Context: an optimization exercise on an open-source flow, tuned for small area, a short achievable clock period and few clock cycles per item. The choices shown serve that exercise and are no tape-out recipe. In this exercise RTL edits were held to simulation tests only and were not proved equivalent to the original.

**flow/flow/run.sh**
```bash
#!/bin/bash
set -euo pipefail
bash standard.sh SETUP_SLACK_MARGIN=7.0 finish > standard_flow.log 2>&1
```
**flow/design.v**
```verilog
module riscv_m_unit(
    input  logic        clk,
    input  logic        resetn,
    input  logic        valid,
    input  logic [31:0] instruction,
    input  logic [31:0] rs1,
    input  logic [31:0] rs2,
    output logic        wr,
    output logic [31:0] rd,
    output logic        busy,
    output logic        ready
);
localparam logic [36:0] QV = 37'd12289;
localparam logic [3:0] S_IDLE  = 4'd0,
                       S_START = 4'd1,
                       S_MUL   = 4'd2,
                       S_MFIN  = 4'd3,
                       S_NEGX  = 4'd4,
                       S_ALIGN = 4'd5,
                       S_DIV   = 4'd6,
                       S_FIN   = 4'd7,
                       S_RFIX  = 4'd8,
                       S_FIXS  = 4'd9,
                       S_MQ3   = 4'd10,
                       S_MQSUB = 4'd11,
                       S_DONE  = 4'd12;
function automatic [4:0] hipos(input logic [31:0] v);
    integer i;
    hipos = 5'd0;
    for (i = 0; i < 32; i = i + 1)
        if (v[i]) hipos = i[4:0];
endfunction
function automatic [2:0] m3add(input logic [2:0] a, input logic [2:0] b);
    m3add[0] = (a[0] & b[0]) | (a[1] & b[2]) | (a[2] & b[1]);
    m3add[1] = (a[0] & b[1]) | (a[1] & b[0]) | (a[2] & b[2]);
    m3add[2] = (a[0] & b[2]) | (a[1] & b[1]) | (a[2] & b[0]);
endfunction
function automatic [16:0] div3(input logic [15:0] y);
    logic [2:0]  m [0:7];
    logic [2:0]  r [0:8];
    logic [2:0]  m54, m32, m10, m3210;
    logic [1:0]  d;
    logic [15:0] q;
    integer k;
    for (k = 0; k < 8; k = k + 1) begin
        d = y[2*k +: 2];
        m[k] = {d == 2'd2, d == 2'd1, (d == 2'd0) | (d == 2'd3)};
    end
    m54   = m3add(m[5], m[4]);
    m32   = m3add(m[3], m[2]);
    m10   = m3add(m[1], m[0]);
    m3210 = m3add(m32, m10);
    r[8] = 3'b001;
    r[7] = m[7];
    r[6] = m3add(m[7], m[6]);
    r[5] = m3add(r[6], m[5]);
    r[4] = m3add(r[6], m54);
    r[3] = m3add(r[4], m[3]);
    r[2] = m3add(r[4], m32);
    r[1] = m3add(r[2], m[1]);
    r[0] = m3add(r[4], m3210);
    for (k = 0; k < 8; k = k + 1) begin
        d = y[2*k +: 2];
        q[2*k+1] = (r[k+1][1] & d[1]) | r[k+1][2];
        q[2*k]   = (r[k+1][0] & (d == 2'd3)) | (r[k+1][1] & ~d[1]) | (r[k+1][2] & (d != 2'd0));
    end
    div3 = {r[0][2], r[0][1], q[14:0]};
endfunction
function automatic [2:0] bsel(input logic [2:0] d);
    case (d)
        3'b001, 3'b010: bsel = 3'b100;
        3'b011:         bsel = 3'b010;
        3'b100:         bsel = 3'b011;
        3'b101, 3'b110: bsel = 3'b101;
        default:        bsel = 3'b000;
    endcase
endfunction
localparam logic [3:0] OP_MUL  = 4'd0,
                       OP_MUL0 = 4'd1,    
                       OP_ADDM = 4'd2,    
                       OP_SUBM = 4'd3,    
                       OP_NEGH = 4'd4,    
                       OP_NEGX = 4'd5,    
                       OP_NEGL = 4'd6,    
                       OP_DIV  = 4'd7,    
                       OP_RFIX = 4'd8,    
                       OP_ADDQ = 4'd9,    
                       OP_MFIN = 4'd10;   
logic [3:0]  st, nst, op_n;
logic        rdy_q, busy_q, rsel;
logic [33:0] H;
logic [32:0] X;
logic [31:0] L;
logic [4:0]  cnt;
logic [2:0]  f3;
logic        cust;
logic        sn, sd, dzq, qzq;
logic        k_dneg;         
logic        k_q1, k_x, k_h, k_l, k_q, k_ainv, k_bn;
logic [2:0]  k_b0, k_b1;         
logic [2:0]  b0_n, b1_n;
wire acc_m  = (instruction[6:0] == 7'b0110011) && (instruction[31:25] == 7'b0000001);
wire acc_c  = (instruction[6:0] == 7'b0001011);
wire accept = valid && (acc_m || acc_c);
wire op_mulq = cust & f3[1];
wire op_mulc = op_mulq | (~cust & ~f3[2]);     
wire op_div  = ~cust & f3[2];
wire div_q   = ~f3[1];           
wire mul_lo  = ~cust & (f3 == 3'd0);
wire mulhu   = ~cust & (f3 == 3'd3);
wire [4:0] ph    = hipos(H[31:0] ^ {32{sn}});
wire [4:0] px    = hipos(X[31:0] ^ {32{sd}});
wire [5:0] sdiff = {1'b0, ph} + {5'd0, sn} - {1'b0, px};
wire dz  = (X[31:0] == 32'd0);
wire qz  = sdiff[5];
wire [32:0] xsh = {1'b0, X[31:0]} << cnt;
wire need_neg = div_q ? (sn ^ sd) : sn;
wire dstart = (st == S_START) & op_div;
wire        mul_now = (st == S_MUL) | ((st == S_START) & op_mulc);
wire [4:0]  lim     = op_mulq ? 5'd4 : 5'd8;
wire [4:0]  cnt_n   = cnt + 5'd1;
wire        mul_end = mul_now & (cnt_n == lim);
wire [36:0] xs      = {{4{X[32] & op_mulc}}, X};
wire [16:0] d3 = div3({H[11:0], L[31:28]});
wire         inv0   = k_bn | k_dneg | k_b0[0];
wire [36:0]  hs     = {{3{H[33]}}, H};
wire [36:0]  add_a  = ((hs & {37{k_h}}) | ({5'd0, L} & {37{k_l}})) ^ {37{k_ainv}};
wire [36:0]  add_b0 = ((xs & {37{k_x | k_b0[2]}}) | ({xs[35:0], 1'b0} & {37{k_b0[1]}})
                     | (QV & {37{k_q}})) ^ {37{inv0}};
wire [36:0]  add_b1 = (({xs[34:0], 2'b00} & {37{k_b1[2]}}) | ({xs[33:0], 3'b000} & {37{k_b1[1]}})
                     | (QV & {37{k_q1}})) ^ {37{k_b1[0] | k_q1}};
wire         c0     = inv0 | k_ainv;
wire         c1     = k_b1[0] | k_q1;
wire [36:0]  csa_s  = add_a ^ add_b0 ^ add_b1;
wire [36:0]  csa_c  = (add_a & add_b0) | (add_a & add_b1) | (add_b0 & add_b1);
wire [37:0]  sum_x  = {csa_s, c1} + {csa_c[35:0], c0, c1};
wire [36:0]  S      = sum_x[37:1];
wire         s_neg  = S[36];
wire         q_neg  = S[16];
always_comb begin
    nst = st;
    case (st)
        S_IDLE:  nst = accept ? S_START : S_IDLE;
        S_START: begin
            if (cust & ~f3[1]) nst = q_neg ? S_FIXS : S_DONE;
            else if (op_div)   nst = S_ALIGN;
        end
        S_MFIN:  nst = S_DONE;
        S_ALIGN: nst = (dzq | qzq) ? S_DONE : S_DIV;
        S_DIV:   if (cnt == 5'd0) nst = div_q ? (need_neg ? S_FIN : S_DONE) : S_RFIX;
        S_RFIX:  nst = sn ? S_FIN : S_DONE;
        S_FIN:   nst = S_DONE;
        S_FIXS:  nst = q_neg ? S_FIXS : S_DONE;
        S_MQ3:   nst = S_MQSUB;
        S_MQSUB: nst = q_neg ? S_FIXS : S_DONE;
        S_DONE:  nst = S_IDLE;
        default: nst = S_IDLE;
    endcase
    if (mul_now)
        nst = mul_end ? (op_mulq ? S_MQ3 : ((mulhu & L[3]) ? S_MFIN : S_DONE)) : S_MUL;
end
always_comb begin
    op_n = OP_ADDQ;
    b0_n = 3'b000;
    b1_n = 3'b000;
    case (st)
        S_IDLE: begin
            if (instruction[3] ? instruction[13] : ~instruction[14]) begin
                op_n = OP_MUL0;
                b0_n = bsel({rs1[1:0], 1'b0});
                b1_n = bsel(rs1[3:1]);
            end else if (instruction[3])
                op_n = instruction[12] ? OP_SUBM : OP_ADDM;
            else
                op_n = OP_NEGX;
        end
        S_START: begin
            if (op_div)        op_n = OP_NEGH;
            else if (op_mulc) begin
                op_n = OP_MUL;
                b0_n = bsel(L[5:3]);
                b1_n = bsel(L[7:5]);
            end
        end
        S_MUL: begin
            if (mul_end) op_n = OP_MFIN;
            else begin
                op_n = OP_MUL;
                b0_n = bsel(L[5:3]);
                b1_n = bsel(L[7:5]);
            end
        end
        S_ALIGN: op_n = OP_DIV;
        S_DIV:   op_n = (cnt == 5'd0) ? (div_q ? OP_NEGL : OP_RFIX) : OP_DIV;
        S_RFIX:  op_n = OP_NEGH;
        S_MQ3:   op_n = OP_SUBM;
        default: op_n = OP_ADDQ;
    endcase
end
always_ff @(posedge clk) begin
    k_b0   <= b0_n;
    k_b1   <= b1_n;
    k_h    <= (op_n != OP_MUL0) & (op_n != OP_NEGX) & (op_n != OP_NEGL);
    k_q1   <= (op_n == OP_ADDM);
    k_x    <= (op_n == OP_ADDM) | (op_n == OP_SUBM) | (op_n == OP_NEGX) | (op_n == OP_DIV)
            | ((op_n == OP_RFIX) & s_neg) | (op_n == OP_MFIN);
    k_l    <= (op_n == OP_NEGL);
    k_q    <= (op_n == OP_ADDQ);
    k_ainv <= (op_n == OP_NEGH) | (op_n == OP_NEGL);
    k_bn   <= (op_n == OP_SUBM) | (op_n == OP_NEGX);
    k_dneg <= (op_n == OP_DIV) & ((st == S_DIV) ? ~s_neg : 1'b1);
end
always_ff @(posedge clk or negedge resetn) begin
    if (!resetn) begin
        st     <= S_IDLE;
        rdy_q  <= 1'b0;
        busy_q <= 1'b0;
    end else begin
        st     <= nst;
        rdy_q  <= (nst == S_DONE);
        busy_q <= (nst != S_IDLE) && (nst != S_DONE);
    end
end
always_ff @(posedge clk)
    rsel <= mul_lo | (op_div & div_q & (st != S_FIN));
always_ff @(posedge clk) begin
    if (st == S_IDLE) begin
        H    <= {2'b00, rs1};
        X    <= {rs2[31] & ~instruction[14] & ~instruction[13] & ~instruction[3], rs2};
        L    <= rs1;
        f3   <= instruction[14:12];
        cust <= instruction[3];
        sn   <= rs1[31] & ~instruction[12];
        sd   <= rs2[31] & ~instruction[12];
        cnt  <= 5'd0;
    end
    if (mul_now) begin
        cnt  <= cnt_n;
        H    <= {S[36], S[36:4]};
        L    <= {S[3:0], L[31:4]};
    end
    if (dstart) begin
        L   <= dz ? 32'hffffffff : 32'd0;
        dzq <= dz;
        qzq <= qz;
        cnt <= sdiff[4:0];
        if (sd) X <= {1'b0, S[31:0]};
    end
    case (st)
        S_START: if (cust & ~f3[1]) H <= S[33:0];
        S_ALIGN: begin
            X <= xsh;
            if (sn & ~dzq & ~qzq) H <= {2'b00, S[31:0]};
        end
        S_DIV: begin
            H <= S[33:0];
            L <= {L[30:0], ~s_neg};
            if (cnt != 5'd0) begin
                X   <= {1'b0, X[32:1]};
                cnt <= cnt - 5'd1;
            end
        end
        S_MFIN, S_RFIX, S_FIN, S_FIXS, S_MQSUB: H <= S[33:0];
        S_MQ3: begin
            H <= {20'd0, d3[16:15], L[27:16]};
            X <= {18'd0, d3[14:0]};
        end
        default: ;
    endcase
end
assign rd    = rsel ? L : H[31:0];
assign ready = rdy_q;
assign wr    = rdy_q;
assign busy  = busy_q;
endmodule
```
**flow/config.mk**
```make
export PLATFORM = sky130hd
export DESIGN_NAME = riscv_m_unit
export DESIGN_NICKNAME = riscv_m_unit
export VERILOG_FILES = /design/flow/design.v
export SDC_FILE = /design/flow/constraint.sdc
export NUM_CORES = 4
export LEC_CHECK = 0
export CAP_MARGIN = 20
export CORE_MARGIN = 2
export CORE_UTILIZATION = 40
export SLEW_MARGIN = 20
export TNS_END_PERCENT = 100
```
**flow/standard.sh**
```bash
#!/bin/bash
# synth_recipe.tcl (not shown) runs the flow's synth.tcl, then flattens the netlist and writes it again
# the make line also repeats each setting of config.mk as NAME=value (left out here)
make -C /OpenROAD-flow-scripts/flow DESIGN_CONFIG=/design/flow/config.mk WORK_HOME=/design/flow/orfs CLKGATE_MAP_FILE= SYNTH_SCRIPT=/design/flow/synth_recipe.tcl "${@:-finish}"
```
**flow/constraint.sdc**
```tcl
create_clock -name core_clock -period 11.0 [get_ports {clk}]
set_input_delay 2.2000 -clock core_clock [delete_from_list [all_inputs] [get_ports {clk}]]
set_output_delay 2.2000 -clock core_clock [all_outputs]
set_load 0.01 [all_outputs]
```
==> flow_metrics.py, run 1 <==
metrics = {
    "logic_synthesis": {
        "syn_area_um2": 16500,
        "ys_seq_elements": 133,
        "yosysUniqueCellTypes": 80,
        "syn_inst": 2253,
        "synth_flop_cell": "dfxtp_1",
        "ys_warn_count": 3,
        "seq_area_frac_synth_pct": 18.7,
        "synth_edf_count": 40,
        "synthArstFlopShare_pct": 4.51,
        "synth_nets": 2471,
        "synth.avg_cell_area_um2": 7.33,
    },
    "placement": {
        "place_congestion": 0.950,
        "placed_area_um2": 18000,
        "dpl.hpwl_mm": 50.1,
        "port_buffers": 118,
        "place_ws_ns": 5.60,
    },
    "timing": {
        "setup_tns_ns": 0,
        "fin_crit_sh_pct": 37.6,
        "setup_violations": 0,
        "final.setup.worst_slack_ns": 6.86,
        "slew_viol_final": 0,
        "slew_headroom_pct": 28.0,
        "period_needed_ns": 4.14,
        "grt_setup_unrepaired": "true",
        "worst_slew_pin_slew_ns": 1.07,
        "fmax_mhz": 242,
        "skew_ns": 0.0177,
        "hold_viol_final": 0,
    },
    "setup_path": {
        "reg2reg_to": "X[26]",
        "cp_max_fo": 6,
        "worstSetupStartpoint": "k_b0[2]",
        "r2r_cells": 16,
        "cp-end-kind": "register",
        "worstPathRequired_ns": 11.35,
        "cp_data_arrival_time_ns": 4.48,
        "cp-endpoint": "X[26]",
        "regToRegStartpoint": "k_b0[2]",
        "regToRegSetupSlack_ns": 6.86,
        "critPathKind": "register to register",
        "crit_path_start_kind": "register",
    },
    "clock_tree": {
        "cts_max_path_buffers": 2,
        "cts_root_buf": "clkbuf_16",
        "insertion_delay_ns": 0.46,
        "cts_buffers": 17,
        "cts-htree-levels": 4,
        "cts.clk_slew.worst_paths_ns": 0.07,
        "cts_sinks": 133,
        "cts_tree": "done",
        "postCtsHoldBufs": 0,
    },
    "routing": {
        "drt_wl_total_mm": 73.0,
        "drt_iter0_markers": 2105,
        "drtPass1Iterations": 6,
        "drc": 0,
        "route.antenna.remaining_nets": 0,
        "dr_total_vias": 18500,
        "via_per_inst": 6.47,
        "wl_per_cell_um": 25.5,
    },
    "global_route": {
        "grt_pass1_vias": 17300,
        "grt_usage_pct": 32.1,
        "grt-ovfl-total": 0,
        "grt_max_degree": 84,
        "antenna_found_initial": 1,
        "grt_pass1_wl_mm": 107,
    },
    "floorplanning": {
        "initial_core_util_pct": 40.5,
        "core.rowCount": 74,
        "dieWidth_um": 207,
        "die_y_um": 207,
        "dieArea_um2": 42900,
        "io_pins": 134,
        "core_um2": 40800,
    },
    "min_path": {
        "hold_path.class": "register to register",
    },
    "flow_run": {
        "cap_violations": 0,
    },
    "cells_and_area": {
        "final_nets": 2534,
        "final_cell_area_um2": 20900,
        "post-route-util_pct": 51.1,
        "drive_gt1_share_pct": 18.1,
        "area_growth_pct": 26.3,
    },
    "status": {
        "status": "finished clean",
    },
}
layout make-up:
type / count / area, µm²
Inverter: 139 / 532
Multi-Input combinational cell: 1786 / 13500
Timing Repair Buffer: 239 / 2420
Fill cell: 3857 / 20000
Tap cell: 532 / 666
Sequential cell: 133 / 3200
Antenna cell: 1 / 2.50
Clock buffer: 19 / 454
Clock inverter: 13 / 118
worst max-delay path, stage by stage (launching register included):
cell and delay, ns:
dfxtp_4 0.36, or2_4 0.32, buf_6 0.16, a22oi_2 0.19
xnor2_2 0.11, fa_1 0.53, inv_1 0.07, ha_4 0.30
and3_4 0.21, nand3_1 0.12, or3_4 0.44, a311oi_4 0.34
o31ai_2 0.13, nand2b_1 0.11, a21oi_2 0.11, xnor2_4 0.19
a221o_1 0.33
metrics by stage:
step | cells | hold WS [ns]
finish | 2862 | 0.485
global route | 2861 | 0.502
CTS | 2812 | 0.481
detailed placement | 2734 | 0.462
global placement | 2734 | 0.457
floorplan | 2253 | 0.433
registers in the layout, summed over array words and instances, names as in the netlist, 3 cells and up:
| register | count |
|---|---|
| f3 | 3 |
| st | 4 |
| cnt | 5 |
| k_b0 | 3 |
| k_b1 | 3 |
| H | 34 |
| X | 33 |
| L | 32 |
how the worst min path moves through the flow:
stage | start | endpoint | slack (ns) | cells past startpoint
6_report | H[33] | H[33] | 0.49 | 2
5_1_grt | H[33] | H[33] | 0.50 | 2
4_1_cts | H[33] | H[33] | 0.48 | 2
3_5_place_dp | H[33] | H[33] | 0.46 | 2
3_3_place_gp | H[33] | H[33] | 0.46 | 2
2_1_floorplan | H[33] | H[33] | 0.43 | 2
repair_timing:
item,4_1_cts,5_1_grt
setup endpoints to repair,142,109
gates cloned,5,1
resized for setup,176,169
endpoints found under the hold margin,0,0
setup buffers,41,48
pin swaps,53,74
routing by layer:
layer	up-vias	global-route usage (%)	share of wire, %
li1	8295	-	-
met1	8945	43.2	40
met2	1051	48.3	44
met3	232	6.28	9.9
met4	2	17.7	5.8
met5	-	0	0.016
placed cells by master, fill, tap and decap left out, types with 34 or more instances in the layout:
cell	netlist	routed
clkdlybuf4s50_1	0	90
nand2_1	309	303
inv_1	137	128
xor2_1	50	39
xnor2_1	103	82
buf_4	1	93
nand3_1	92	90
fa_1	38	36
ha_1	81	58
a31oi_1	43	38
o21ai_0	142	118
mux2i_1	46	46
nor2_1	140	135
a21oi_1	149	136
a22oi_1	105	83
dfxtp_1	87	43
edfxtp_1	40	40
nor3_1	40	34
cells by family after synthesis:
logic type               synth area share, %
AO/OA/AOI/OAI                           29.1
XOR/XNOR                                8.11
adder cells (fa/ha/maj)                 10.7
buffers and inverters                   7.70
flip-flops                              18.7
multiplexers                            6.40
AND/OR/NAND/NOR                         19.2
Yosys cell counts (43+ instances only):
cell type,count,area [µm²]
nand2_1,309,1160
clkbuf_1,166,623
a21oi_1,149,746
o21ai_0,142,711
nor2_1,140,526
inv_1,137,514
a22oi_1,105,788
xnor2_1,103,902
nand3_1,92,460
dfxtp_1,87,1740
ha_1,81,1010
xor2_1,50,438
mux2i_1,46,460
a31oi_1,43,269
Testbench counts, summed over its fixed seeds: cycles 40,021, items 4,800.
==> run 2: changes to the inputs <==
==> flow/flow/run.sh (replaced) <==
#!/bin/bash
set -euo pipefail
bash standard.sh 'BUFFER_PORTS_ARGS=-buffer_cell sky130_fd_sc_hd__buf_1' SETUP_SLACK_MARGIN=6.75 finish > standard_flow.log 2>&1
==> run 2 against run 1 <==
Net effect: critical path depth is 1 lower; flip-flop and latch count unchanged; sequential share of layout area grew 1.2 points; core utilization down 4.3 points; register-to-register slack got worse by 0.12 ns; fmax down 2.8%; setup slack got worse by 0.12 ns; count of clock-buffer cells in the layout grew 1; via count fell by 1.1%; critical path type unchanged; highest routed layer is now met4.
==> flow_metrics.py, run 2 <==
metrics = {
    "cells_and_area": {
        "multiInputGateArea_um2": 12900,
        "fill_cells": 4056,
        "n_antenna_cell": 0,
        "final_cell_mix": "nand2_1, a21oi_1, nor2_1, inv_1, o21ai_0",
        "final_nets": 2495,
        "seq_area_um2": 3160,
        "layout_commonest_cell": "nand2_1",
        "largest_reg_flops": 34,
        "post-route-util_pct": 46.8,
        "reg_top3": "H x34, X x33, L x32",
        "top_register": "H",
        "area_growth_pct": 15.8,
        "drive_gt1_share_pct": 13.3,
    },
    "floorplanning": {
        "core.rowCount": 74,
        "initial_core_util_pct": 40.5,
        "dieArea_um2": 42900,
        "die_y_um": 207,
        "io_pins": 134,
        "core_um2": 40800,
        "dieWidth_um": 207,
    },
    "setup_path": {
        "critPathKind": "register to register",
        "cp_max_fo": 35,
        "cp-endpoint": "H[18]",
        "cp-end-kind": "register",
        "regToRegSetupSlack_ns": 6.74,
        "crit_path_start_kind": "register",
        "critPathBufInv": 4,
        "path_delay_family": "compound AO/OA/AOI/OAI gates",
        "slowest_stage": "xnor2_1",
        "path_depth": 15,
        "r2r_cells": 15,
        "reg2reg_to": "H[18]",
        "cp_data_arrival_time_ns": 4.57,
        "worstSetupStartpoint": "k_ainv",
        "regToRegStartpoint": "k_ainv",
        "path_cells": "clkbuf_8, xor2_1, fa_1, inv_1, ha_2, a21o_1, a21o_1, a21oi_4, a31oi_4, buf_4, inv_1, o21ai_0, xnor2_1, o32a_1, o21ai_0",
        "critPathMaxStageDelay_ns": 0.72,
        "worstPathRequired_ns": 11.31,
    },
    "global_route": {
        "grt-ovfl-total": 0,
        "grt_max_degree": 84,
        "antenna_found_initial": 0,
        "grt_pass1_wl_mm": 104,
        "grt_usage_pct": 31.3,
        "grt_pass1_vias": 16900,
    },
    "logic_synthesis": {
        "seq_area_frac_synth_pct": 18.7,
        "synth_common_cells": "nand2_1, clkbuf_1, a21oi_1",
        "ys_seq_elements": 133,
        "synth.most_common_cell": "nand2_1",
        "yosysUniqueCellTypes": 80,
        "syn_inst": 2253,
        "synth_top_area_share_pct": 10.5,
        "yosys-top-cells-area": "dfxtp_1, edfxtp_1, nand2_1",
        "synth_flop_cell": "dfxtp_1",
        "synth.largest_area_cell": "dfxtp_1",
        "synth.avg_cell_area_um2": 7.33,
        "synth_edf_count": 40,
        "syn_area_um2": 16500,
        "synth_nets": 2471,
        "ys_warn_count": 3,
        "synthArstFlopShare_pct": 4.51,
    },
    "timing": {
        "slew_headroom_pct": 28.3,
        "setup_tns_ns": 0,
        "worst_slew_pin_slew_ns": 1.07,
        "grt_setup_unrepaired": "true",
        "fmax_mhz": 235,
        "hold_viol_final": 0,
        "skew_ns": 0.0148,
        "period_needed_ns": 4.26,
        "final.setup.worst_slack_ns": 6.74,
        "holdWs_ns": 0.481,
        "fin_crit_sh_pct": 38.7,
        "setup_violations": 0,
        "slew_viol_final": 0,
    },
    "clock_tree": {
        "cts_tree": "done",
        "cts_max_path_buffers": 2,
        "cts_sinks": 133,
        "postCtsHoldBufs": 0,
        "cts_root_buf": "clkbuf_16",
        "cts-htree-levels": 4,
        "cts.clk_slew.worst_paths_ns": 0.07,
        "insertion_delay_ns": 0.47,
        "cts_buffers": 17,
    },
    "routing": {
        "drt_iter0_markers": 2330,
        "dr_total_vias": 18300,
        "wl_per_cell_um": 25.0,
        "drt_wl_total_mm": 70.5,
        "route.antenna.remaining_nets": 0,
        "drc": 0,
        "via_per_inst": 6.49,
        "drtPass1Iterations": 7,
    },
    "placement": {
        "port_buffers": 118,
        "place_ws_ns": 5.72,
        "place_congestion": 0.928,
        "dpl.hpwl_mm": 49.6,
    },
    "flow_run": {
        "cap_violations": 0,
    },
    "min_path": {
        "hold_path.class": "register to register",
    },
    "status": {
        "status": "finished clean",
    },
}
==> run 2: cell counts after synthesis <==
No cell type changed its count.
==> run 2: worst register-to-register path: cells and delay by family (launching register included) <==
kind / cells / cell delay, ns
AOI/OAI and AO/OA: 7 / 1.31
xor gates and xnor gates: 2 / 1.07
adders and majority gates: 2 / 0.77
buffers and inverters: 4 / 0.65
DFF: 1 / 0.32
==> run 2: how the worst min path moves through the flow <==
stage / startpoint / endpoint / cells after the start
6_report: H[33] / H[33] / 2
3_5_place_dp: H[33] / H[33] / 2
5_1_grt: H[32] / H[32] / 2
2_1_floorplan: H[33] / H[33] / 2
4_1_cts: H[33] / H[33] / 2
3_3_place_gp: H[33] / H[33] / 2
==> run 2: final cells by class <==
type	count	area share, %
inverters	139	2.76
flip-flops and latches	133	16.5
well taps	532	3.48
repair buffers	200	6.54
clock inverters	12	0.543
multi-input cells	1786	67.6
clock buffers	20	2.56
==> run 2: metal layers <==
layer | up-vias | GRT usage [%] | part of all wire, %
met4 | 0 | 13.8 | 4.8
li1 | 8214 | - | -
met2 | 1127 | 48.4 | 45
met1 | 8800 | 43.0 | 41
met5 | - | 0 | 0
met3 | 179 | 4.87 | 9.2
==> run 2: cell families after synthesis <==
group | share of synthesized area, %
DFF | 18.7
xor gates and xnor gates | 8.11
buffers and inverters | 7.70
muxes | 6.40
adders and majority gates | 10.7
and+or+nand+nor | 19.2
AOI/OAI and AO/OA | 29.1
==> run 2: metrics by stage <==
step,instances,cell area (µm²)
floorplan,2253,16500
global placement,2741,17200
detailed placement,2742,17200
CTS,2795,18400
global route,2822,19100
finish,2822,19100
==> run 2: timing repair <==
action	in CTS	in global routing
gates resized for setup	95	103
setup buffers	17	24
gates cloned	4	2
hold endpoints to repair	0	0
pin swaps	29	44
setup endpoints to repair	62	53
==> run 3: changes to the inputs <==
==> flow/flow/run.sh (replaced) <==
#!/bin/bash
set -euo pipefail
bash standard.sh 'BUFFER_PORTS_ARGS=-buffer_cell sky130_fd_sc_hd__buf_2' SETUP_SLACK_MARGIN=6.5 finish > standard_flow.log 2>&1
--- a/flow/config.mk
+++ b/flow/config.mk
@@ -8,5 +8,6 @@
 export CAP_MARGIN = 20
 export CORE_MARGIN = 2
 export CORE_UTILIZATION = 40
+export CTS_BUF_LIST = sky130_fd_sc_hd__clkbuf_4 sky130_fd_sc_hd__clkbuf_8
 export SLEW_MARGIN = 20
 export TNS_END_PERCENT = 100
==> run 3 against run 2 <==
Net effect: critical path type unchanged; core utilization decreased by 1.2 points; setup slack got worse by 0.14 ns; die area unchanged; critical path depth is 1 higher.
==> flow_metrics.py, run 3 <==
metrics = {
    "setup_path": {
        "cp_data_arrival_time_ns": 4.80,
        "worstPathRequired_ns": 11.40,
        "regToRegSetupSlack_ns": 6.60,
        "cp_max_fo": 8,
        "cp-end-kind": "register",
        "critPathKind": "register to register",
        "crit_path_start_kind": "register",
    },
    "floorplanning": {
        "dieWidth_um": 207,
        "die_y_um": 207,
        "initial_core_util_pct": 40.5,
        "io_pins": 134,
        "core.rowCount": 74,
        "core_um2": 40800,
        "dieArea_um2": 42900,
    },
    "clock_tree": {
        "cts_tree": "done",
        "insertion_delay_ns": 0.53,
        "cts_buffers": 17,
        "cts-htree-levels": 4,
        "cts_sinks": 133,
        "postCtsHoldBufs": 0,
        "cts_max_path_buffers": 2,
        "cts_root_buf": "clkbuf_8",
        "cts.clk_slew.worst_paths_ns": 0.10,
    },
    "placement": {
        "placed_area_um2": 17300,
        "place_ws_ns": 5.55,
        "place_congestion": 0.947,
        "port_buffers": 118,
        "dpl.hpwl_mm": 49.8,
    },
    "logic_synthesis": {
        "synthArstFlopShare_pct": 4.51,
        "syn_area_um2": 16500,
        "ys_seq_elements": 133,
        "seq_area_frac_synth_pct": 18.7,
        "yosys-top-cells-area": "dfxtp_1, edfxtp_1, nand2_1",
        "synth_edf_count": 40,
        "synth.most_common_cell": "nand2_1",
        "yosysUniqueCellTypes": 80,
        "synth_top_area_share_pct": 10.5,
        "syn_inst": 2253,
        "synth_flop_cell": "dfxtp_1",
        "synth.avg_cell_area_um2": 7.33,
        "synth.largest_area_cell": "dfxtp_1",
        "ys_warn_count": 3,
        "synth_nets": 2471,
        "synth_common_cells": "nand2_1, clkbuf_1, a21oi_1",
    },
    "min_path": {
        "hold_path.class": "register to register",
    },
    "timing": {
        "grt_setup_unrepaired": "false",
        "slew_headroom_pct": 24.8,
        "hold_viol_final": 0,
        "worst_slew_pin_slew_ns": 1.13,
        "slew_viol_final": 0,
        "setup_tns_ns": 0,
        "setup_violations": 0,
        "period_needed_ns": 4.40,
        "final.setup.worst_slack_ns": 6.60,
        "skew_ns": 0.0253,
        "fmax_mhz": 227,
        "fin_crit_sh_pct": 40.0,
    },
    "flow_run": {
        "cap_violations": 0,
    },
    "global_route": {
        "grt_pass1_vias": 16800,
        "grt-ovfl-total": 0,
        "grt_pass1_wl_mm": 103,
        "antenna_found_initial": 1,
        "grt_usage_pct": 31.0,
        "grt_max_degree": 87,
    },
    "cells_and_area": {
        "final_cell_area_um2": 18600,
        "seq_area_um2": 3130,
        "post-route-util_pct": 45.6,
        "largest_reg_flops": 34,
        "area_growth_pct": 12.8,
        "final_nets": 2474,
        "drive_gt1_share_pct": 15.8,
        "reg_top3": "H x34, X x33, L x32",
        "final_cell_mix": "nand2_1, a21oi_1, o21ai_0",
        "top_register": "H",
        "layout_commonest_cell": "nand2_1",
        "fill_cells": 4137,
        "multiInputGateArea_um2": 12600,
    },
    "routing": {
        "drtPass1Iterations": 6,
        "dr_total_vias": 18000,
        "wl_per_cell_um": 25.0,
        "route.antenna.remaining_nets": 0,
        "drt_iter0_markers": 2358,
        "via_per_inst": 6.41,
        "drc": 0,
        "drt_wl_total_mm": 70.0,
    },
    "status": {
        "status": "finished clean",
    },
}
-- run 3: cell types whose count changed in the layout (fill, tap and decap cells not counted), moves of 6 or more --
cell       change
ha_2           -6
dfxtp_4        -7
buf_1        -118
ha_1          +14
clkbuf_16     -19
buf_4         -24
a211oi_2       -7
ha_4           -8
clkbuf_8      +17
a211oi_1       +7
dfxtp_1        +6
buf_2        +117
-- run 3: cell type report --
class	instances	share of cell area, %
clock buffer	19	1.37
inverter	139	2.81
antenna	3	0.0403
sequential	133	16.8
multi-input combinational	1785	67.9
timing repair buffer	180	6.61
clock inverter	13	0.907
tap	532	3.57
-- run 3: layer usage --
metal,track usage [%],vias to the layer above,share of wire (%)
met5,0,-,0
met4,13.4,0,5.2
met3,5.22,172,9.1
met2,47.1,1021,44
met1,43.2,8621,42
li1,-,8167,-
-- run 3: timing repair --
action | 4_1_cts | 5_1_grt
buffers inserted | 4 | 21
gates resized for setup | 28 | 93
cloned | 0 | 3
endpoints found under the setup margin | 44 | 38
pin swaps | 4 | 28
-- run 3: final timing paths --
path,start,endpoint,depth (start not counted)
worst max-delay path,k_b0[2],X[23],16
worst min-delay path,H[33],H[33],2
worst max register to register,k_b0[2],X[23],16
worst min register to register,H[33],H[33],2
min in group asynchronous,resetn,rdy_q,1
max in group asynchronous,resetn,st[1],1
-- run 3: critical path, stage by stage (launching register included) --
cell and delay, ns:
dfxtp_4 0.36, or2_4 0.32, buf_6 0.16, a22oi_2 0.19, xnor2_2 0.10, fa_1 0.52
inv_1 0.05, ha_2 0.20, a2111o_1 0.42, o21a_1 0.24, o31a_1 0.33, o41ai_4 0.39
o22ai_2 0.11, o21a_1 0.23, nor2_4 0.16, xnor2_4 0.13, a221o_1 0.38
-- run 3: cells by family (layout without fill, tap and decap cells) --
family,Yosys count,count (layout),synth area share (%)
AO/OA/AOI/OAI,719,719,29.1
AND/OR/NAND/NOR,708,709,19.2
buffers and inverters,336,351,7.70
XOR/XNOR,153,153,8.11
flip-flops,133,133,18.7
adder cells (fa/ha/maj),119,119,10.7
multiplexers,85,85,6.40
other,0,3,0
-- run 3: per-stage QoR --
step	cells	hold slack, ns
CTS	2774	0.482
global route	2801	0.520
finish	2804	0.481
global placement	2737	0.450
floorplan	2253	0.433
detailed placement	2738	0.453
==> run 4: changes to the inputs <==
--- a/flow/config.mk
+++ b/flow/config.mk
@@ -8,6 +8,5 @@
 export CAP_MARGIN = 20
 export CORE_MARGIN = 2
 export CORE_UTILIZATION = 40
-export CTS_BUF_LIST = sky130_fd_sc_hd__clkbuf_4 sky130_fd_sc_hd__clkbuf_8
 export SLEW_MARGIN = 20
-export TNS_END_PERCENT = 100
+export TNS_END_PERCENT = 10
==> run 4 against run 3 <==
Net effect: setup slack lost 0.029 ns; cell area shrank 0.67%.
==> flow_metrics.py, run 4 <==
metrics = {
    "setup_path": {
        "cp-end-kind": "register",
        "path_common_cell": "nand2b_1",
        "worstPathRequired_ns": 11.34,
        "path_delay_family": "compound AO/OA/AOI/OAI gates",
        "crit_path_start_kind": "register",
        "critPathMaxStageDelay_ns": 0.66,
        "cp_max_fo": 15,
        "path_depth": 16,
        "slowest_stage": "dfxtp_1",
        "critPathKind": "register to register",
        "cp_data_arrival_time_ns": 4.77,
        "critPathBufInv": 2,
        "path_cells": "a22oi_1, xnor2_1, nand2b_1, fa_1, inv_1, ha_1, and3_2, nand3_1, or3_1, a311oi_2, o31ai_1, nand2b_1, a21oi_1, xnor2_2, buf_4, a221o_1",
        "r2r_cells": 16,
    },
    "logic_synthesis": {
        "synth.avg_cell_area_um2": 7.33,
        "yosys-top-cells-area": "dfxtp_1, edfxtp_1, nand2_1",
        "yosys.area_share.adder_pct": 10.7,
        "yosysUniqueCellTypes": 80,
        "synth_top_family_by_area": "compound AO/OA/AOI/OAI gates",
        "muxShareOfSynthArea_pct": 6.40,
        "synth.largest_area_cell": "dfxtp_1",
        "synth_nets": 2471,
        "syn_area_um2": 16500,
        "synth-compound-area-share_pct": 29.1,
        "synth.most_common_cell": "nand2_1",
        "synth-simple-area-share_pct": 19.2,
        "synth_common_cells": "nand2_1, clkbuf_1, a21oi_1",
        "syn_inst": 2253,
        "synth_xor_area_share_pct": 8.11,
        "synth_edf_count": 40,
        "synth_top_area_share_pct": 10.5,
        "synth_flop_cell": "dfxtp_1",
        "seq_area_frac_synth_pct": 18.7,
        "synthArstFlopShare_pct": 4.51,
        "ys_seq_elements": 133,
        "ys_warn_count": 3,
    },
    "clock_tree": {
        "cts-htree-levels": 4,
        "insertion_delay_ns": 0.47,
        "cts.clk_slew.worst_paths_ns": 0.07,
        "cts_tree": "done",
        "cts_sinks": 133,
        "cts_max_path_buffers": 2,
        "cts_root_buf": "clkbuf_16",
        "cts_buffers": 17,
        "postCtsHoldBufs": 0,
    },
    "cells_and_area": {
        "largest_reg_flops": 34,
        "drive_gt1_share_pct": 14.2,
        "fin_cells": 2793,
        "seq_area_um2": 3120,
        "final_cell_area_um2": 18500,
        "area_growth_pct": 12.0,
        "final_nets": 2464,
        "reg_top3": "H x34, X x33, L x32",
        "final_cell_mix": "nand2_1, a21oi_1, o21ai_0",
        "multiInputGateArea_um2": 12500,
        "top_register": "H",
        "fill_cells": 4139,
        "layout_commonest_cell": "nand2_1",
    },
    "global_route": {
        "grt_usage_pct": 31.0,
        "grt_max_degree": 87,
        "grt_pass1_wl_mm": 103,
        "grt_busiest_layer": "met2",
        "grt-ovfl-total": 0,
        "antenna_found_initial": 0,
        "grt_pass1_vias": 16800,
        "grtUsageMet3_pct": 5.15,
        "met1_usage_pct": 43.0,
        "met2_usage_pct": 47.1,
    },
    "floorplanning": {
        "core_um2": 40800,
        "dieArea_um2": 42900,
        "die_y_um": 207,
        "io_pins": 134,
        "dieWidth_um": 207,
        "core.rowCount": 74,
        "initial_core_util_pct": 40.5,
    },
    "timing": {
        "setup_violations": 0,
        "slew_viol_final": 0,
        "skew_ns": 0.0216,
        "fmax_mhz": 226,
        "period_needed_ns": 4.43,
        "hold_viol_final": 0,
        "setup_tns_ns": 0,
        "fin_crit_sh_pct": 40.3,
        "grt_setup_unrepaired": "true",
        "slew_headroom_pct": 23.4,
        "holdWs_ns": 0.472,
        "worst_slew_pin_slew_ns": 1.15,
    },
    "status": {
        "status": "finished clean",
    },
    "routing": {
        "drt_iter0_markers": 2222,
        "drc": 0,
        "route.antenna.remaining_nets": 0,
        "dr_total_vias": 17900,
        "drt_wl_total_mm": 69.6,
        "drtPass1Iterations": 10,
        "via_per_inst": 6.42,
        "wl_per_cell_um": 24.9,
    },
    "flow_run": {
        "cap_violations": 0,
    },
    "placement": {
        "port_buffers": 118,
        "dpl.hpwl_mm": 49.8,
        "place_congestion": 0.947,
        "placed_area_um2": 17300,
        "place_inst": 2738,
    },
    "min_path": {
        "whs_path_depth": 2,
        "hold_path.class": "register to register",
    },
}
[run 4: changes by cell type in the layout (fill, tap and decap cells not counted), sizes merged]
cell      previous run  this run
buf                174       166
clkbuf              25        23
clkinv               6         5
clkinvlp             0         1
diode                3         2
[run 4: cell families after synthesis]
group,after synthesis
AO/OA/AOI/OAI,719
AND/OR/NAND/NOR,708
buffers and inverters,336
XOR/XNOR,153
flip-flops,133
adder cells (fa/ha/maj),119
multiplexers,85
[run 4: cell type report]
class / count / area share, %
repair buffers: 170 / 5.83
clock buffers: 19 / 2.39
diodes: 2 / 0.0270
clock inverters: 13 / 0.913
flip-flops and latches: 133 / 16.9
inverters: 139 / 2.85
multi-input cells: 1785 / 67.5
well taps: 532 / 3.60
[run 4: metrics by stage]
| stage | utilization [%] | setup WS [ns] |
|---|---|---|
| floorplan | - | 6.54 |
| global placement | 42.4 | 5.58 |
| detailed placement | 42.5 | 5.55 |
| CTS | 44.3 | 6.38 |
| global route | 45.3 | 6.38 |
| finish | 45.3 | 6.57 |
[run 4: tightest hold or removal path, stage by stage (launching register included)]
cell and delay (ns):
dfxtp_1 0.33, nand2_1 0.05, o221ai_1 0.06
[run 4: metal layers]
layer  up-vias  routed length [µm]
met5         -                   0
met4         0                3120
met3       135                6300
met2      1017               30600
met1      8617               29600
li1       8159                   -
[run 4: final timing paths]
path / start / slack (ns) / end
worst max-delay path: X[10] / 6.57 / X[26]
worst min-delay path: H[33] / 0.47 / H[33]
worst max register to register: X[10] / 6.57 / X[26]
worst min register to register: H[33] / 0.47 / H[33]
max in group asynchronous: resetn / 9.30 / st[1]
min in group asynchronous: resetn / 1.57 / rdy_q
[run 4: what timing repair did]
| action | CTS | global route |
|---|---|---|
| pin swaps | 1 | 16 |
| buffers inserted | 1 | 15 |
| endpoints found under the setup margin | 45 | 44 |
| gates resized for setup | 21 | 60 |
| gates cloned | 0 | 2 |
==> run 5: changes to the inputs <==
--- a/flow/config.mk
+++ b/flow/config.mk
@@ -9,4 +9,4 @@
 export CORE_MARGIN = 2
 export CORE_UTILIZATION = 40
 export SLEW_MARGIN = 20
-export TNS_END_PERCENT = 10
+export TNS_END_PERCENT = 100
==> run 5 against run 4 <==
Net effect: via count increased by 0.16%; setup slack improved by 0.057 ns; global-route usage is essentially flat; register-to-register slack better by 0.06 ns; count of clock-buffer cells in the layout unchanged; die area stayed put; critical endpoint unchanged.
==> flow_metrics.py, run 5 <==
metrics = {
    "logic_synthesis": {
        "ys_warn_count": 3,
        "yosys-top-cells-area": "dfxtp_1, edfxtp_1, nand2_1",
        "seq_area_frac_synth_pct": 18.7,
        "synthArstFlopShare_pct": 4.51,
        "synth_common_cells": "nand2_1, clkbuf_1, a21oi_1",
        "synth.avg_cell_area_um2": 7.33,
        "synth_flop_cell": "dfxtp_1",
        "syn_inst": 2253,
        "synth_top_area_share_pct": 10.5,
        "synth.most_common_cell": "nand2_1",
        "yosysUniqueCellTypes": 80,
        "synth.largest_area_cell": "dfxtp_1",
        "synth_edf_count": 40,
        "syn_area_um2": 16500,
        "synth_nets": 2471,
        "ys_seq_elements": 133,
    },
    "routing": {
        "route.antenna.remaining_nets": 0,
        "dr_total_vias": 18000,
        "drc": 0,
        "drtPass1Iterations": 6,
        "wl_per_cell_um": 25.0,
        "drt_wl_total_mm": 69.7,
        "drt_iter0_markers": 2253,
        "via_per_inst": 6.43,
    },
    "setup_path": {
        "critPathKind": "register to register",
        "worstPathRequired_ns": 11.34,
        "cp_max_fo": 6,
        "cp-end-kind": "register",
        "crit_path_start_kind": "register",
        "cp_data_arrival_time_ns": 4.72,
    },
    "timing": {
        "grt_setup_unrepaired": "true",
        "skew_ns": 0.0180,
        "fmax_mhz": 229,
        "period_needed_ns": 4.37,
        "setup_violations": 0,
        "hold_viol_final": 0,
        "slew_viol_final": 0,
        "slew_headroom_pct": 23.0,
        "worst_slew_pin_slew_ns": 1.15,
        "setup_tns_ns": 0,
        "fin_crit_sh_pct": 39.8,
    },
    "global_route": {
        "grt_max_degree": 87,
        "antenna_found_initial": 0,
        "grt-ovfl-total": 0,
        "grt_usage_pct": 31.0,
        "grt_pass1_wl_mm": 103,
        "grt_pass1_vias": 16900,
    },
    "cells_and_area": {
        "layout_commonest_cell": "nand2_1",
        "top_register": "H",
        "final_cell_mix": "nand2_1, a21oi_1, o21ai_0",
        "fill_cells": 4124,
        "final_nets": 2463,
        "drive_gt1_share_pct": 14.9,
        "area_growth_pct": 12.5,
        "reg_top3": "H x34, X x33, L x32",
        "largest_reg_flops": 34,
    },
    "clock_tree": {
        "insertion_delay_ns": 0.46,
        "cts.clk_slew.worst_paths_ns": 0.07,
        "cts_root_buf": "clkbuf_16",
        "cts-htree-levels": 4,
        "cts_sinks": 133,
        "cts_tree": "done",
        "cts_buffers": 17,
        "cts_max_path_buffers": 2,
    },
    "placement": {
        "port_buffers": 118,
        "place_congestion": 0.947,
        "dpl.hpwl_mm": 49.8,
    },
    "floorplanning": {
        "core_um2": 40800,
        "core.rowCount": 74,
        "io_pins": 134,
        "dieArea_um2": 42900,
        "dieWidth_um": 207,
        "die_y_um": 207,
        "initial_core_util_pct": 40.5,
    },
    "flow_run": {
        "cap_violations": 0,
    },
    "status": {
        "status": "finished clean",
    },
    "min_path": {
        "hold_path.class": "register to register",
    },
}
-- run 5: cell types whose count changed in the layout (fill, tap and decap cells not counted), moves of 4 or more --
cell     previous run  this run
dfxtp_1            64        60
dfxtp_2            23        27
ha_1               81        75
ha_2                0         4
-- run 5: timing repair --
| item | CTS | global route |
|---|---|---|
| hold buffers | 0 | 0 |
| resized for setup | 27 | 78 |
| buffers inserted | 4 | 10 |
| endpoints found under the hold margin | 0 | 0 |
| gates cloned | 0 | 3 |
| pin swaps | 4 | 15 |
| endpoints found under the setup margin | 45 | 40 |
-- run 5: worst max-delay path: stages (launching register included) --
cell	delay [ns]
dfxtp_2	0.37
or2_4	0.31
buf_4	0.18
a22oi_1	0.17
xnor2_1	0.12
fa_1	0.52
inv_1	0.04
ha_2	0.40
and2_1	0.19
nand3_1	0.13
or3_4	0.42
a311oi_4	0.42
o31ai_1	0.16
nand2b_1	0.09
a21oi_1	0.10
xnor2_2	0.16
buf_4	0.16
a221o_1	0.31
-- run 5: path summary, 6_finish.rpt --
| check | startpoint | endpoint | slack (ns) | cells past startpoint |
|---|---|---|---|---|
| max in group asynchronous | resetn | st[1] | 9.30 | 1 |
| hold / removal | H[33] | H[33] | 0.47 | 2 |
| setup reg to reg | k_b0[2] | X[26] | 6.63 | 17 |
| setup / recovery | k_b0[2] | X[26] | 6.63 | 17 |
| min in group asynchronous | resetn | rdy_q | 1.56 | 1 |
| hold reg to reg | H[33] | H[33] | 0.47 | 2 |
-- run 5: area by class of cell --
type	instances	area (µm²)	share of cell area (%)
Antenna cell	2	5.00	0.0269
Clock buffer	19	443	2.38
Clock inverter	13	169	0.909
Inverter	139	524	2.82
Multi-Input combinational cell	1786	12600	67.7
Sequential cell	133	3130	16.8
Tap cell	532	666	3.58
Timing Repair Buffer	168	1060	5.72
-- run 5: routing by layer --
metal / track usage, % / wire (µm)
met5: 0 / 0
met4: 13.7 / 3290
met3: 5.49 / 6220
met2: 47.1 / 30600
met1: 43.0 / 29600
-- run 5: kinds of logic (layout without fill, tap and decap cells) --
logic type	Yosys count	after routing	synth area share [%]
AND/OR/NAND/NOR	708	710	19.2
multiplexers	85	85	6.40
other	0	2	0
flip-flops	133	133	18.7
XOR/XNOR	153	153	8.11
AO/OA/AOI/OAI	719	719	29.1
adder cells (fa/ha/maj)	119	119	10.7
buffers and inverters	336	339	7.70
-- run 5: through the flow --
step	setup WS (ns)	util, %	cells	hold slack, ns	cell area, µm²
3_3_place_gp	5.58	42.4	2737	0.450	17300
2_1_floorplan	6.54	-	2253	0.433	16500
5_1_grt	6.41	45.5	2790	0.513	18600
6_report	6.63	45.5	2792	0.474	18600
4_1_cts	6.44	44.4	2774	0.475	18100
3_5_place_dp	5.55	42.5	2738	0.453	17300
==> run 6: changes to the inputs <==
--- a/flow/config.mk
+++ b/flow/config.mk
@@ -5,8 +5,8 @@
 export SDC_FILE = /design/flow/constraint.sdc
 export NUM_CORES = 4
 export LEC_CHECK = 0
-export CAP_MARGIN = 20
+export CAP_MARGIN = 0
 export CORE_MARGIN = 2
 export CORE_UTILIZATION = 40
-export SLEW_MARGIN = 20
+export SLEW_MARGIN = 0
 export TNS_END_PERCENT = 100
==> run 6 against run 5 <==
Net effect: critical path depth decreased by 2; setup slack got worse by 0.087 ns; clock skew decreased by 0.0032 ns; final cell count increased by 0.57%; critical endpoint is now X[23]; hold slack improved by 0.0023 ns; core utilization increased by 0.25 points; wire length increased by 0.14%; first-iteration DRC count increased by 6.3%; die area unchanged; area after synthesis unchanged.
==> flow_metrics.py, run 6 <==
metrics = {
    "status": {
        "status": "finished clean",
    },
    "min_path": {
        "hold_path.class": "register to register",
        "min_from": "H[33]",
    },
    "global_route": {
        "grt_max_degree": 87,
        "met1_usage_pct": 43.4,
        "met2_usage_pct": 47.0,
        "grt-ovfl-total": 0,
        "grt_usage_pct": 31.3,
        "grt_busiest_layer": "met2",
        "grtUsageMet3_pct": 5.97,
        "grt_pass1_wl_mm": 104,
        "antenna_found_initial": 3,
        "grt_pass1_vias": 16900,
    },
    "placement": {
        "place_congestion": 0.947,
        "placed_area_um2": 17300,
        "port_buffers": 118,
        "dpl.hpwl_mm": 49.8,
    },
    "routing": {
        "dr_total_vias": 18000,
        "drc": 0,
        "wl_per_cell_um": 24.8,
        "route.antenna.remaining_nets": 0,
        "drt_wl_total_mm": 69.8,
        "drtPass1Iterations": 6,
        "drt_iter0_markers": 2394,
        "via_per_inst": 6.42,
    },
    "logic_synthesis": {
        "yosysUniqueCellTypes": 80,
        "synth.most_common_cell": "nand2_1",
        "ys_warn_count": 3,
        "synth_edf_count": 40,
        "synth_common_cells": "nand2_1, clkbuf_1, a21oi_1",
        "synth_top_area_share_pct": 10.5,
        "synth.largest_area_cell": "dfxtp_1",
        "seq_area_frac_synth_pct": 18.7,
        "ys_seq_elements": 133,
        "synth.avg_cell_area_um2": 7.33,
        "yosys-top-cells-area": "dfxtp_1, edfxtp_1, nand2_1",
        "syn_area_um2": 16500,
        "synth_nets": 2471,
        "syn_inst": 2253,
        "synth_flop_cell": "dfxtp_1",
        "synthArstFlopShare_pct": 4.51,
    },
    "floorplanning": {
        "die_y_um": 207,
        "core.rowCount": 74,
        "dieWidth_um": 207,
        "io_pins": 134,
        "dieArea_um2": 42900,
        "core_um2": 40800,
        "initial_core_util_pct": 40.5,
    },
    "setup_path": {
        "worstSetupStartpoint": "X[0]",
        "cp-endpoint": "X[23]",
        "cp_max_fo": 9,
        "regToRegSetupSlack_ns": 6.54,
        "regToRegStartpoint": "X[0]",
        "cp_data_arrival_time_ns": 4.79,
        "critPathKind": "register to register",
        "worstPathRequired_ns": 11.33,
        "r2r_cells": 15,
        "crit_path_start_kind": "register",
        "cp-end-kind": "register",
        "reg2reg_to": "X[23]",
    },
    "clock_tree": {
        "insertion_delay_ns": 0.46,
        "cts_sinks": 133,
        "cts_root_buf": "clkbuf_16",
        "postCtsHoldBufs": 0,
        "cts-htree-levels": 4,
        "cts.clk_slew.worst_paths_ns": 0.07,
        "cts_buffers": 17,
        "cts_tree": "done",
        "cts_max_path_buffers": 2,
    },
    "timing": {
        "setup_violations": 0,
        "skew_ns": 0.0148,
        "period_needed_ns": 4.46,
        "fin_crit_sh_pct": 40.6,
        "fmax_mhz": 224,
        "setup_tns_ns": 0,
        "grt_setup_unrepaired": "true",
        "slew_viol_final": 0,
        "worst_slew_pin_slew_ns": 1.21,
        "hold_viol_final": 0,
        "slew_headroom_pct": 19.2,
    },
    "cells_and_area": {
        "final_cell_area_um2": 18700,
        "largest_reg_flops": 34,
        "layout_commonest_cell": "nand2_1",
        "reg_top3": "H x34, X x33, L x32",
        "final_cell_mix": "nand2_1, a21oi_1, o21ai_0",
        "drive_gt1_share_pct": 15.4,
        "final_nets": 2479,
        "top_register": "H",
        "area_growth_pct": 13.1,
    },
    "flow_run": {
        "cap_violations": 0,
    },
}
==> run 6: cell types whose count changed in the layout (fill, tap and decap cells not counted), moves of 3 or more <==
cell | before | now
dfxtp_2 | 27 | 24
clkbuf_2 | 3 | 0
buf_4 | 35 | 54
dfxtp_1 | 60 | 63
ha_1 | 75 | 78
==> run 6: final cells by class <==
type                       count  area, µm²
fill                        4143      22100
multi-input combinational   1786      12600
sequential                   133       3120
timing repair buffer         184       1190
tap                          532        666
inverter                     139        524
clock buffer                  19        433
clock inverter                13        125
antenna                        2       5.00
==> run 6: layer usage <==
metal,routed length (µm),vias up
met2,30700,1062
met3,6950,156
met5,13,-
li1,-,8182
met4,3280,2
met1,28800,8631
==> run 6: stage by stage <==
stage | setup WS, ns | utilization [%] | hold WS [ns] | cells
global placement | 5.58 | 42.4 | 0.450 | 2737
global route | 6.39 | 45.7 | 0.529 | 2806
floorplan | 6.54 | - | 0.433 | 2253
finish | 6.54 | 45.8 | 0.476 | 2808
CTS | 6.45 | 44.4 | 0.476 | 2776
detailed placement | 5.55 | 42.4 | 0.454 | 2737
==> run 6: worst min path at each step <==
stage / slack (ns) / to / cells after the start
6_report: 0.48 / H[33] / 2
4_1_cts: 0.48 / H[33] / 2
2_1_floorplan: 0.43 / H[33] / 2
3_5_place_dp: 0.45 / H[33] / 2
5_1_grt: 0.53 / H[33] / 2
3_3_place_gp: 0.45 / H[33] / 2
==> run 6: repair_timing <==
| item | 4_1_cts | 5_1_grt |
|---|---|---|
| gates cloned | 1 | 3 |
| setup endpoints to repair | 45 | 40 |
| pin swaps | 5 | 18 |
| gates resized for setup | 30 | 74 |
| buffers inserted | 6 | 27 |
==> run 6: worst max-delay path, cell delays in order (launching register included) <==
cell and delay [ns]:
dfxtp_1 0.67, a22oi_2 0.18, xnor2_2 0.18, fa_1 0.53
inv_1 0.04, ha_1 0.34, nor2b_1 0.16, o31a_1 0.30
o21a_2 0.26, o31a_1 0.35, o41ai_4 0.38, o22ai_2 0.11
o21a_1 0.22, nor2_4 0.13, xnor2_4 0.12, a221o_1 0.34
==> run 6: cell families (layout without fill, tap and decap cells) <==
logic type,after synthesis,after routing,synth area share [%]
AOI/OAI and AO/OA,719,719,29.1
DFF,133,133,18.7
muxes,85,85,6.40
other,0,2,0
xor gates and xnor gates,153,153,8.11
adders and majority gates,119,119,10.7
buffers and inverters,336,355,7.70
and+or+nand+nor,708,710,19.2
==> run 7: changes to the inputs <==
==> flow/flow/run.sh (replaced) <==
#!/bin/bash
set -euo pipefail
bash standard.sh 'BUFFER_PORTS_ARGS=-buffer_cell sky130_fd_sc_hd__buf_1' SETUP_SLACK_MARGIN=6.5 finish > standard_flow.log 2>&1
--- a/flow/config.mk
+++ b/flow/config.mk
@@ -5,8 +5,8 @@
 export SDC_FILE = /design/flow/constraint.sdc
 export NUM_CORES = 4
 export LEC_CHECK = 0
-export CAP_MARGIN = 0
+export CAP_MARGIN = 20
 export CORE_MARGIN = 2
 export CORE_UTILIZATION = 40
-export SLEW_MARGIN = 0
+export SLEW_MARGIN = 20
 export TNS_END_PERCENT = 100
==> run 7 against run 6 <==
Net effect: non-clock buffer count is 10 lower; still clean on timing, DRC and antenna; synthesized cell count stayed put; register-to-register slack better by 0.06 ns; wire length is 0.72% lower; setup slack better by 0.065 ns; clock skew is 0.0012 ns higher; area after synthesis stayed put; critical path type unchanged; die area stayed put.
==> flow_metrics.py, run 7 <==
metrics = {
    "status": {
        "status": "finished clean",
    },
    "timing": {
        "grt_setup_unrepaired": "true",
        "worst_slew_pin_slew_ns": 1.14,
        "fin_crit_sh_pct": 40.0,
        "skew_ns": 0.0160,
        "slew_headroom_pct": 24.0,
        "hold_viol_final": 0,
        "period_needed_ns": 4.40,
        "setup_violations": 0,
        "slew_viol_final": 0,
        "final.setup.worst_slack_ns": 6.60,
        "fmax_mhz": 227,
        "setup_tns_ns": 0,
    },
    "setup_path": {
        "critPathBufInv": 3,
        "critPathMaxStageDelay_ns": 0.52,
        "critPathKind": "register to register",
        "cp-end-kind": "register",
        "crit_path_start_kind": "register",
        "path_delay_family": "compound AO/OA/AOI/OAI gates",
        "regToRegSetupSlack_ns": 6.60,
        "regToRegStartpoint": "k_b0[2]",
        "worstPathRequired_ns": 11.17,
        "slowest_stage": "fa_1",
        "r2r_cells": 18,
        "reg2reg_to": "L[0]",
        "path_cells": "or2_4, buf_4, a22oi_1, xnor2_1, fa_1, inv_1, ha_1, o21ai_0, a21oi_1, o41ai_4, a31oi_4, a21oi_4, o21ba_2, a21oi_4, a21oi_1, xnor2_1, buf_4, a2bb2oi_1",
        "cp_max_fo": 6,
        "cp_data_arrival_time_ns": 4.57,
    },
    "clock_tree": {
        "postCtsHoldBufs": 0,
        "cts_root_buf": "clkbuf_16",
        "cts-htree-levels": 4,
        "cts_tree": "done",
        "insertion_delay_ns": 0.46,
        "cts_buffers": 17,
        "cts.clk_slew.worst_paths_ns": 0.07,
        "cts_sinks": 133,
        "cts_max_path_buffers": 2,
    },
    "cells_and_area": {
        "fill_cells": 4153,
        "final_cell_mix": "nand2_1, a21oi_1, o21ai_0",
        "drive_gt1_share_pct": 10.0,
        "area_growth_pct": 12.0,
        "layout_commonest_cell": "nand2_1",
        "multiInputGateArea_um2": 12600,
        "reg_top3": "H x34, X x33, L x32",
        "seq_area_um2": 3120,
        "top_register": "H",
        "n_antenna_cell": 0,
        "largest_reg_flops": 34,
        "final_nets": 2469,
        "fin_cells": 2796,
    },
    "placement": {
        "dpl.hpwl_mm": 49.5,
        "place_inst": 2738,
        "place_ws_ns": 5.71,
        "port_buffers": 118,
        "place_congestion": 0.973,
    },
    "logic_synthesis": {
        "synth.most_common_cell": "nand2_1",
        "synthArstFlopShare_pct": 4.51,
        "ys_seq_elements": 133,
        "seq_area_frac_synth_pct": 18.7,
        "synth.avg_cell_area_um2": 7.33,
        "syn_area_um2": 16500,
        "synth_top_area_share_pct": 10.5,
        "yosys-top-cells-area": "dfxtp_1, edfxtp_1, nand2_1",
        "synth_edf_count": 40,
        "synth_nets": 2471,
        "syn_inst": 2253,
        "synth.largest_area_cell": "dfxtp_1",
        "yosysUniqueCellTypes": 80,
        "synth_common_cells": "nand2_1, clkbuf_1, a21oi_1",
        "synth_flop_cell": "dfxtp_1",
        "ys_warn_count": 3,
    },
    "global_route": {
        "antenna_found_initial": 3,
        "grt_max_degree": 87,
        "grt_pass1_vias": 16700,
        "grt_pass1_wl_mm": 102,
        "grt-ovfl-total": 0,
        "grt_usage_pct": 30.9,
    },
    "floorplanning": {
        "core.rowCount": 74,
        "dieWidth_um": 207,
        "core_um2": 40800,
        "dieArea_um2": 42900,
        "initial_core_util_pct": 40.5,
        "die_y_um": 207,
        "io_pins": 134,
    },
    "min_path": {
        "min_from": "H[33]",
        "hold_path.class": "register to register",
        "whs_path_depth": 2,
        "holdPathEnd": "H[33]",
    },
    "routing": {
        "wl_per_cell_um": 24.8,
        "dr_total_vias": 18000,
        "drtPass1Iterations": 9,
        "route.antenna.remaining_nets": 0,
        "drt_iter0_markers": 2160,
        "drt_wl_total_mm": 69.3,
        "via_per_inst": 6.44,
        "drc": 0,
    },
    "flow_run": {
        "cap_violations": 0,
    },
}
run 7: cells by family (layout without fill, tap and decap cells):
group,count (synthesis),after routing,share of synthesized area (%)
and+or+nand+nor,708,710,19.2
muxes,85,85,6.40
adders and majority gates,119,119,10.7
buffers and inverters,336,345,7.70
xor gates and xnor gates,153,153,8.11
AOI/OAI and AO/OA,719,719,29.1
DFF,133,133,18.7
run 7: worst register-to-register path, cell delays in order (launching register included):
cell and delay (ns):
dfxtp_2 0.37, or2_4 0.32, buf_4 0.16, a22oi_1 0.16, xnor2_1 0.11, fa_1 0.52
inv_1 0.05, ha_1 0.37, o21ai_0 0.13, a21oi_1 0.25, o41ai_4 0.13, a31oi_4 0.34
a21oi_4 0.14, o21ba_2 0.26, a21oi_4 0.21, a21oi_1 0.12, xnor2_1 0.14, buf_4 0.20
a2bb2oi_1 0.16
run 7: per-stage QoR:
step / cell area, µm² / hold slack [ns] / utilization, %
2_1_floorplan: 16500 / 0.433 / -
3_3_place_gp: 17200 / 0.445 / 42.1
3_5_place_dp: 17200 / 0.463 / 42.1
4_1_cts: 18000 / 0.478 / 44.1
5_1_grt: 18500 / 0.544 / 45.3
6_report: 18500 / 0.475 / 45.3
run 7: area by class of cell:
| cell class | count | share of cell area [%] |
|---|---|---|
| flip-flops and latches | 133 | 16.9 |
| clock inverters | 11 | 0.703 |
| multi-input cells | 1786 | 68.2 |
| repair buffers | 174 | 5.09 |
| inverters | 139 | 2.83 |
| well taps | 532 | 3.60 |
| clock buffers | 21 | 2.72 |
run 7: routing by layer:
layer  vias up  global-route usage, %  part of all wire (%)
met1      8593                   42.8                    41
met5         -                      0                 0.042
met2      1102                   46.1                    43
met3       178                   4.96                   9.9
li1       8134                      -                     -
met4         4                   16.0                   5.4
run 7: worst max-delay path by stage:
stage | startpoint | end | slack, ns | depth (start not counted)
floorplan | k_b0[0] | H[19] | 6.54 | 16
global placement | k_b0[2] | busy_q | 5.78 | 16
detailed placement | k_b0[2] | busy_q | 5.71 | 16
CTS | k_x | L[0] | 6.50 | 17
global route | k_b0[2] | L[0] | 6.49 | 18
finish | k_b0[2] | L[0] | 6.60 | 18
run 7: what timing repair did:
item / in CTS / in global routing
pin swaps: 3 / 18
setup buffers: 5 / 14
gates cloned: 1 / 3
resized for setup: 26 / 82
setup endpoints to repair: 44 / 47

[what the ideal ports hide]
How much do the figures lean on ideal ports? The routed layouts below were timed once more, with nothing changed but the port constraints. Step 1 assumes that a clkbuf_16 drives the clock port and a buf_2 every other input. Step 2 also shifts input and output timing later by t, the mid clock arrival at the registers, as if the neighbouring blocks saw the same clock. Slacks: ideal ports / drivers / drivers and shift; pairs: ideal ports / drivers.
run	shift t [ns]	slack for setup (ns)	hold WS [ns]	worst setup path after step 2	worst register clock-pin slew, ns
run 1	0.508	6.863 / 6.863 / 6.582	0.485 / 0.485 / 0.485	input to register	0.07 / 0.07
run 2	0.518	6.742 / 6.742 / 6.742	0.481 / 0.481 / 0.481	register to register	0.08 / 0.08
run 3	0.566	6.598 / 6.598 / 6.598	0.481 / 0.481 / 0.481	register to register	0.11 / 0.11
run 4	0.510	6.569 / 6.569 / 6.569	0.472 / 0.472 / 0.472	register to register	0.08 / 0.08
run 5	0.506	6.626 / 6.626 / 6.626	0.474 / 0.474 / 0.474	register to register	0.08 / 0.08
run 6	0.508	6.539 / 6.539 / 6.539	0.476 / 0.476 / 0.476	register to register	0.07 / 0.07
run 7	0.511	6.604 / 6.604 / 6.604	0.475 / 0.475 / 0.475	register to register	0.08 / 0.08
After both steps every run listed still meets setup and hold. For run 1, which loses most, drivers alone change the setup slack by 0.000 ns; drivers and shift together by -0.281 ns.
